Context: an optimization exercise on an open-source flow, tuned for small area, a short achievable clock period and few clock cycles. The choices shown serve that exercise and are no tape-out recipe.
In this exercise RTL edits were held to simulation tests only and were not proved equivalent to the original.
Power is estimated from default activity; no workload was simulated.

`flow/run.sh`:
```
#!/bin/bash
# synth_recipe.tcl (not shown) runs the flow's synth.tcl, then flattens the netlist and writes it again
# the make line also repeats each setting of config.mk as NAME=value (left out here)
make -C /OpenROAD-flow-scripts/flow DESIGN_CONFIG=/design/flow/config.mk WORK_HOME=/design/flow/orfs CLKGATE_MAP_FILE= SYNTH_SCRIPT=/design/flow/synth_recipe.tcl finish
```
`flow/config.mk`:
```
export PLATFORM = sky130hd
export DESIGN_NAME = MPQ
export DESIGN_NICKNAME = MPQ
export VERILOG_FILES = /design/flow/design.v
export SDC_FILE = /design/flow/constraint.sdc
export NUM_CORES = 4
export LEC_CHECK = 0
export CAP_MARGIN = 20
export CORE_MARGIN = 2
export CORE_UTILIZATION = 30
export PLACE_DENSITY = 0.5
export SLEW_MARGIN = 20
```
`flow/constraint.sdc`:
```
create_clock -name core_clock -period 7.0 [get_ports {clk}]
set_input_delay 1.4000 -clock core_clock [delete_from_list [all_inputs] [get_ports {clk}]]
set_output_delay 1.4000 -clock core_clock [all_outputs]
set_load 0.01 [all_outputs]
```
`flow/design.v`:
```
module MPQ(clk,rst,data_valid,data,cmd_valid,cmd,index,value,busy,RAM_valid,RAM_A,RAM_D,done);
input clk;
input rst;
input data_valid;
input [7:0] data;
input cmd_valid;
input [2:0] cmd;
input [7:0] index;
input [7:0] value;
output reg busy;
output reg RAM_valid;
output reg[7:0]RAM_A;
output reg [7:0]RAM_D;
output reg done;
reg [7:0] a [15:0]; 
reg [2:0] cs,ns;
reg [3:0] read_counter;
reg [2:0] up_counter;
reg [2:0] down_counter;
reg [3:0] write_counter,max_heap;
parameter read=3'd0,hold=3'd1,up_build=3'd2,down_build=3'd3,ex_max=3'd4,inc_val=3'd5,ins_val=3'd6,write=3'd7,finish=3'd8; 
always@(posedge clk or posedge rst)begin
	if(rst)begin	
		cs <= read;
	end
	else begin
		cs <= ns;
	end
end
always@(*)begin
	case(cs)
		read:
		begin
			if(read_counter==4'd11)begin 
				ns = hold;
			end
			else begin
				ns = read;
			end
		end
		hold: 
		begin
			if(cmd == 3'd0)begin
				ns = up_build;
			end
			else if(cmd == 3'd1)begin
				ns = ex_max;
			end
			else if(cmd == 3'd2)begin
				ns = inc_val;
			end
			else if(cmd == 3'd3)begin
				ns = ins_val;
			end
			else if(cmd == 3'd4)begin
				ns = write;
			end
			else begin
				ns = hold;
			end
		end
		up_build: 
		begin
			if(up_counter==3'd0)begin
				ns = down_build;
			end
			else begin
				ns = up_build;
			end
		end
		down_build: 
		begin
			if(((down_counter<<1)+4'd1)>=(max_heap-4'd1))begin
				ns = hold;
			end
			else begin
				ns = down_build;
			end
		end
		ex_max:ns=up_build;	 
		inc_val:ns=up_build;		 
		ins_val:ns=up_build;		 
		write: 
		begin
			if(write_counter== max_heap+4'd1)begin
				ns = finish;
			end
			else begin
				ns = write;
			end
		end
		finish:ns = read;
		default:ns = read;
	endcase
end
always@(*)begin
	if(cs==hold) busy = 1'd0;
	else busy = 1'd1;
end
always@(posedge clk or posedge rst)begin
	if(rst)begin
		done<=1'd0;
	end
	else begin
		if(cs==write && write_counter== max_heap+4'd1) done <= 1'd1;
		else done <= 1'd0;
	end
end
always@(*)begin
	if(cs==write) RAM_valid=1'd1;
	else RAM_valid=1'd0;
end
always@(posedge clk or posedge rst)begin
	if(rst)begin
		read_counter<=4'd0;
	end
	else begin
		if(cs==read && read_counter<4'd11)begin 
			read_counter<=read_counter+4'd1;
		end
		else begin
			read_counter<=4'd0;
		end
	end
end
always@(posedge clk or posedge rst)begin
	if(rst)begin
		up_counter<=3'd0;
	end
	else if(cs==hold && cmd ==3'd0)begin 
		up_counter<=(max_heap-4'd1)>>1;  
	end
	else if(cs==ex_max)begin 
		up_counter<=(max_heap-4'd2)>>1;
	end
	else if(cs==inc_val)begin 
		up_counter<=(max_heap-4'd1)>>1;
	end
	else if(cs==ins_val)begin 
		up_counter<=(max_heap)>>1;
	end		
	else if(cs==up_build && ((up_counter<<1)+4'd1)<= max_heap && up_counter>3'd0)begin 
		up_counter<=up_counter-3'd1;
	end
	else begin
		up_counter<=3'd0;
	end
end
always@(posedge clk or posedge rst)begin
	if(rst)begin
		down_counter<=3'd0;
	end
	else if(cs==down_build && down_counter>=3'd0 && ((down_counter<<1)+4'd1)< (max_heap-4'd1))begin 
		down_counter<=down_counter+3'd1;
	end
	else begin
		down_counter<=3'd0;
	end
end
always@(posedge clk or posedge rst)begin
	if(rst)begin
		write_counter<=4'd0;
	end
	else if(cs==hold && cmd==3'd4)begin
		write_counter<=write_counter+4'd1;
	end
	else if(cs==write && write_counter>=4'd0 && write_counter<max_heap+4'd1)begin 
		write_counter<=write_counter+4'd1;
	end
	else if(cs==write && write_counter>=4'd0 && write_counter== max_heap+4'd1)begin 
		write_counter<=4'd0;
	end
	else begin
		write_counter<=write_counter;
	end
end
always@(posedge clk or posedge rst)begin
	if(rst)begin
		max_heap<=4'd0;
	end
	else begin
		if(cs==read)begin
			max_heap<=4'd11;
		end
		else if(cs==ex_max)begin 
			max_heap<=max_heap-4'd1;
		end
		else if(cs==ins_val)begin  
			max_heap<=max_heap+4'd1;
		end
		else begin
			max_heap<=max_heap;
		end
	end
end
always@(posedge clk or posedge rst)begin
	if(rst)begin
		a[0]<=8'd0;
		a[1]<=8'd0;
		a[2]<=8'd0;
		a[3]<=8'd0;
		a[4]<=8'd0;
		a[5]<=8'd0;
		a[6]<=8'd0;
		a[7]<=8'd0;
		a[8]<=8'd0;
		a[9]<=8'd0;
		a[10]<=8'd0;
		a[11]<=8'd0;
		a[12]<=8'd0;
		a[13]<=8'd0;
		a[14]<=8'd0;
		a[15]<=8'd0;
	end
	else begin
		if(cs==read && read_counter>=4'd0 && read_counter<4'd12)begin 
			a[read_counter] <= data;
		end
		else if(cs==up_build)begin 
			if(((up_counter<<1)+4'd1)<= max_heap && a[(up_counter<<1)+4'd1]>a[up_counter] && a[(up_counter<<1)+4'd1]>=a[(up_counter<<1)+4'd2])begin 
				a[up_counter]<=a[(up_counter<<1)+4'd1];
				a[(up_counter<<1)+4'd1]<=a[up_counter];
			end
			else if(((up_counter<<1)+4'd2)<= max_heap && a[(up_counter<<1)+4'd2]>a[up_counter] && a[(up_counter<<1)+4'd2]>a[(up_counter<<1)+4'd1])begin 
				a[up_counter]<=a[(up_counter<<1)+4'd2];
				a[(up_counter<<1)+4'd2]<=a[up_counter];
			end
			else begin
				a[up_counter]<=a[up_counter];
			end
		end
		else if(cs==ex_max)begin
			a[0]<=a[max_heap]; 
			a[max_heap]<=8'd0;
		end
		else if(cs==down_build)begin  
			if(((down_counter<<1)+4'd1) <= max_heap && a[(down_counter<<1)+4'd1]>a[down_counter] && a[(down_counter<<1)+4'd1]>=a[(down_counter<<1)+4'd2])begin 
				a[down_counter]<=a[(down_counter<<1)+4'd1];
				a[(down_counter<<1)+4'd1]<=a[down_counter];
			end
			else if(((down_counter<<1)+4'd2)<= max_heap && a[(down_counter<<1)+4'd2]>a[down_counter] && a[(down_counter<<1)+4'd2]>a[(down_counter<<1)+4'd1])begin 
				a[down_counter]<=a[(down_counter<<1)+4'd2];
				a[(down_counter<<1)+4'd2]<=a[down_counter];
			end
			else begin
				a[down_counter]<=a[down_counter];
			end
		end	
		else if(cs==hold && cmd==3'd2)begin 
			if(value>a[index])begin	
				a[index]<=value;
			end
			else begin
				a[index]<=a[index];
			end
		end
		else if(cs==hold && cmd==3'd3)begin 
			a[max_heap+1]<=value;
		end
		else if(cs==finish)begin
			a[0]<=8'd0;
			a[1]<=8'd0;
			a[2]<=8'd0;
			a[3]<=8'd0;
			a[4]<=8'd0;
			a[5]<=8'd0;
			a[6]<=8'd0;
			a[7]<=8'd0;
			a[8]<=8'd0;
			a[9]<=8'd0;
			a[10]<=8'd0;
			a[11]<=8'd0;
			a[12]<=8'd0;
			a[13]<=8'd0;
			a[14]<=8'd0;
			a[15]<=8'd0;
		end
		else begin
			a[read_counter] <= a[read_counter];
		end
	end
end
always@(posedge clk or posedge rst)begin
	if(rst)begin
		RAM_D<=8'd0;
	end
	else begin
		if(cs==write && write_counter<max_heap+4'd1)begin 
			RAM_D<=a[write_counter];
		end
		else if(cs==hold &&cmd==3'd4)begin
			RAM_D<=a[write_counter];
		end
		else begin
			RAM_D<=RAM_D;
		end
	end
end
always@(posedge clk or posedge rst)begin
	if(rst)begin
		RAM_A<=8'd0;
	end
	else begin
		if(cs==write && write_counter<max_heap+4'd1)begin 
			RAM_A<=RAM_A+8'd1;
		end
		else if(cs==finish)begin
			RAM_A<=8'd0;
		end
		else begin
			RAM_A<=RAM_A;
		end
	end
end
endmodule
```
==> run notes <==
Power:
- The post-route total power is 2.19 mW.
- The cell area power density is ~93 nW/µm².
- The analysis attributes to cell leakage a power of between 9 and 10 nW.
- VDD sags by at most between 0.1 and 0.15 mV.

Logic synthesis:
- The proportion of synthesized flip-flops having asynchronous set or reset is 100%.
- Of all cell types, the one taking the most synthesized area is dfrtp_1.
- Yosys mapped a number of flops with a built-in enable equal to 0.
- The cell area that synthesis handed to floorplanning was 21100 µm².
- Summing the areas of all xor and xnor instances in the mapped netlist gives 0.497% of the synthesized area.
- The synthesized netlist net count is 2865.
- The number of flip-flops and latches in the synthesized netlist is 166.
- Counting every instance in the synthesized netlist gives 2711.
- The share of synthesized cell area in and, or, nand and nor gates is 16.8%.
- The most used flip-flop cell after synthesis is dfrtp_1.
- A synthesized cell averages 7.80 µm².
- The dominant combinational cell family by area after synthesis is compound AO/OA/AOI/OAI gates.
- The synthesized netlist devotes 36.6% of its cell area to compound gates.
- The multiplexer share of the synthesized area is 11.8%.
- The proportion of netlist area held by the largest area contributor is 19.6%.
- The synthesized netlist devotes around 7.3% of its cell area to adder and majority cells.
- The count of warnings emitted by yosys is 3.
- The synthesized netlist contains between 100 and 150 unique library cells.
- Yosys attributes the largest share of cell area to dfrtp_1 (20%), mux2_2 (7.8%), ha_1 (7.2%).
- Summing the sequential cell areas from Yosys gives 19.6% of the chip area.

Timing:
- Setup repair after global routing left no endpoint under its margin.
- Setup slack on the critical path of the routed design comes to 0.631 ns.
- The final hold violation count was 0.
- Setup violations remaining at the end of the flow were counted as 0.
- The final number of max-transition violations is 0.
- The post-route clock skew is 0.0264 ns.
- The summed negative setup slack over all endpoints is 0 ns.
- The actual transition at the worst max-transition pin is 1.12 ns.
- The part of the cycle the worst path needs is 91.0%.
- The minimum period implied by the final worst setup slack is approximately 6.4 ns.
- The worst relative slew slack is 25.0%.
- The highest attainable clock frequency is 0.157 GHz.

Drt:
- After detailed routing, the number of remaining DRC violations is 0.
- The post-detailed-route via-to-cell ratio is slightly below 7.
- The number of detailed-route iterations in the first pass is 10.
- The DRC marker count from the first detailed-route iteration is 4103.
- The via count is 24900.
- The average routed wire per standard cell is 36.4 µm.
- Once detail routing completed, the nets flagged for antenna violations numbered 0.
- Wires add up to around 130000 µm.

Setup path:
- The kind of cell with the highest combined delay along the critical path is compound AO/OA/AOI/OAI gates.
- The slowest stage of the critical path belongs to the cell a211oi_1.
- The startpoint of the worst setup timing path is down_counter[1].
- STA classifies the critical path startpoint as a register.
- The launching point of the worst reg2reg path is down_counter[1].
- For the worst setup path, the data required time is approximately 7.4 ns.
- The arrival time of the worst setup path is 6.78 ns.
- The largest fanout on the critical path is 25.
- The number of buffers and inverters on the critical path is 4.
- The largest single stage delay on the critical path is 0.75 ns.
- The critical path goes through inv_1 > ha_1 > or3_1 > or3_1 > nor2_1 > a31oi_2 > buf_4 > inv_1 > ha_1 > a211oi_1 > nor2_1 > o221ai_2 > a221o_1 > nand2_1 > buf_4 > a211oi_1 > o311ai_0 > o22a_1.
- The path type of the worst setup path is reg -> reg.
- The sort of element at the end of the critical path is a register.

Global routing:
- The largest net degree at the start of global routing is 92.
- The number of global-route vias before repair is ~24000.
- The total track usage is 35.3%.
- The wire length of the first global-routing pass is 186000 µm.
- The initial antenna violation count is 6.
- Summed over all layers, the global routing overflow is 0.

Place:
- Routability-driven placement finished with a final weighted congestion of 1.02.
- The placement-stage cell area is 22900 µm².
- The count of buffers from port buffering is 43.
- The half-perimeter wire length after detailed placement is 98900 µm.
- The worst setup slack after placement is 0.790 ns.

Die:
- The vertical die dimension is 269 µm.
- For this design the top-level I/O count stands at 50.
- The initial utilization of the core area, before any placement, comes to 30.2%.
- From left edge to right edge, the die measures approximately 270 µm.
- The total number of placement rows is 97.
- The floorplan step defined a die boundary enclosing around 73000 µm².
- The placeable core area is 69900 µm².

Clock network:
- The clock net in this run drives a total of roughly 170 sinks.
- The depth of the CTS H-tree is 4.
- The clock transition time at the flip-flop clock pins of the worst setup and hold paths is 0.08 ns.
- The clock latency at the later pin of the worst-skew pair is ~0.54 ns.
- For this design, the CTS-stage hold fixing added 0 buffers.
- The clock tree root driver cell is clkbuf_16.
- After clock tree synthesis, the setup repair step added 0 buffers.
- The longest clock path from root to sink contains 2 buffers.
- The number of instances resized during post-cts repair is 0.
- The TritonCTS clock tree is built.
- The number of buffers added by the clock tree synthesis step is 17.

Min path:
- The path type of the worst min-delay path is reg -> reg.
- The startpoint of the worst hold path is RAM_D[5].

Job:
- The total of max-cap violations is 0.

Layout:
- The post-route netlist has approximately 16% of its cells at a drive strength greater than 1.
- Compared with the post-synthesis result, the final layout area differs by 11.5%.
- After routing the design area is 23600 µm².
- Leaving out fill and tap cells, the most frequent cells in the layout are nand2_1 (241), nor2_1 (195), buf_4 (182).
- The count of filler cells inserted in the layout is 7509.
- The most common library cell in the layout ignoring fill and taps is nand2_1.
- The final layout contains 2819 nets.

Run status:
- The flow ran to the end and the layout has no timing, DRC or antenna violations.
==> cell usage after synthesis (all sizes together), types with 16 or more instances <==
master and number:
a211oi 59, a21o 21, a21oi 179, a221oi 44
a222oi 78, a22o 37, a22oi 83, a311oi 18
a31oi 65, a32oi 17, a41oi 22, and2 24
and3 22, buf 106, clkbuf 185, dfrtp 166
ha 122, inv 86, mux2 146, mux2i 78
nand2 241, nand3 84, nand4 20, nor2 196
nor2b 40, nor3 49, o211ai 60, o21a 16
o21ai 178, o22ai 22
==> flip-flops by register name, summed over array words and instances (netlist names) <==
register	count
cs	3
RAM_A	8
up_counter	3
a	128
down_counter	3
read_counter	4
write_counter	4
max_heap	4
done	1
RAM_D	8
==> kinds of logic (layout without fill, tap and decap cells) <==
kind of cell / Yosys count / after routing
AO/OA/AOI/OAI: 1060 / 1060
XOR/XNOR: 12 / 12
adder cells (fa/ha/maj): 123 / 123
buffers and inverters: 380 / 347
flip-flops: 166 / 166
multiplexers: 227 / 227
other: 0 / 3
AND/OR/NAND/NOR: 743 / 743
==> where the power goes <==
group	switching (mW)	internal (mW)
combinational	0.0973	0.0510
clock	0.561	0.519
sequential	0.000441	0.959
total	0.659	1.53
==> layout make-up <==
type,count,area [µm²],area share (%)
Multi-Input combinational cell,2165,15500,65.6
Sequential cell,166,4160,17.6
Timing Repair Buffer,226,1810,7.68
Tap cell,940,1180,4.99
Clock buffer,17,425,1.80
Inverter,89,339,1.44
Clock inverter,15,200,0.849
Antenna cell,3,7.51,0.0318
==> path summary, 6_finish.rpt <==
path / depth (start not counted) / slack, ns / endpoint
max: 18 / 0.63 / a[7][1]
min: 2 / 0.48 / RAM_D[5]
max reg2reg: 18 / 0.63 / a[7][1]
min reg2reg: 2 / 0.48 / RAM_D[5]
max in group asynchronous: 3 / 4.33 / a[5][0]
min in group asynchronous: 2 / 1.39 / read_counter[1]
==> worst min-delay path, stage by stage (launching register included) <==
cell,delay [ns]
dfrtp_1,0.35
nand2_1,0.05
o21ai_0,0.06
==> through the flow <==
| stage | std cells | hold WS (ns) | util [%] |
|---|---|---|---|
| after floorplan | 2711 | 0.456 | - |
| after global placement | 3586 | 0.471 | 32.8 |
| after detailed placement | 3586 | 0.476 | 32.8 |
| after CTS | 3618 | 0.494 | 33.7 |
| after global routing | 3618 | 0.523 | 33.7 |
| final | 3621 | 0.484 | 33.7 |
==> per-layer routing <==
metal / wire (µm) / global-route usage (%) / up-vias
met5: 36 / 0 / -
met3: 15000 / 10.0 / 436
met4: 8360 / 19.4 / 6
li1: - / - / 10400
met1: 52000 / 45.3 / 12200
met2: 56300 / 53.4 / 1806
Testbench counts, summed over its fixed seeds: cycles 30,564.

[re-timing with driven ports]
The results above use ideal ports. As a check the final layout listed here was re-extracted and re-timed, cells and wires unchanged. Step 1, drivers: a clkbuf_16 drives clk and a buf_2 each remaining input, both assumed. Step 2 adds t to the input delays and takes it off the output delays; t is the mean of the earliest and latest rising clock arrival at the registers after step 1. Input paths then give back, and output paths get back, about the clock's delay inside the block. a / b / c = ideal / step 1 / step 2; a / b = the first two.
t, ns: 0.586
slack for setup (ns): 0.631 / 0.631 / 0.631
hold slack, ns: 0.484 / 0.484 / 0.484
worst setup path after step 2: register to register
cell pins on the clock port's net: 1
After both steps setup and hold are still met in this run. For this run, drivers alone change the setup slack by 0.000 ns; drivers and shift together by 0.000 ns.
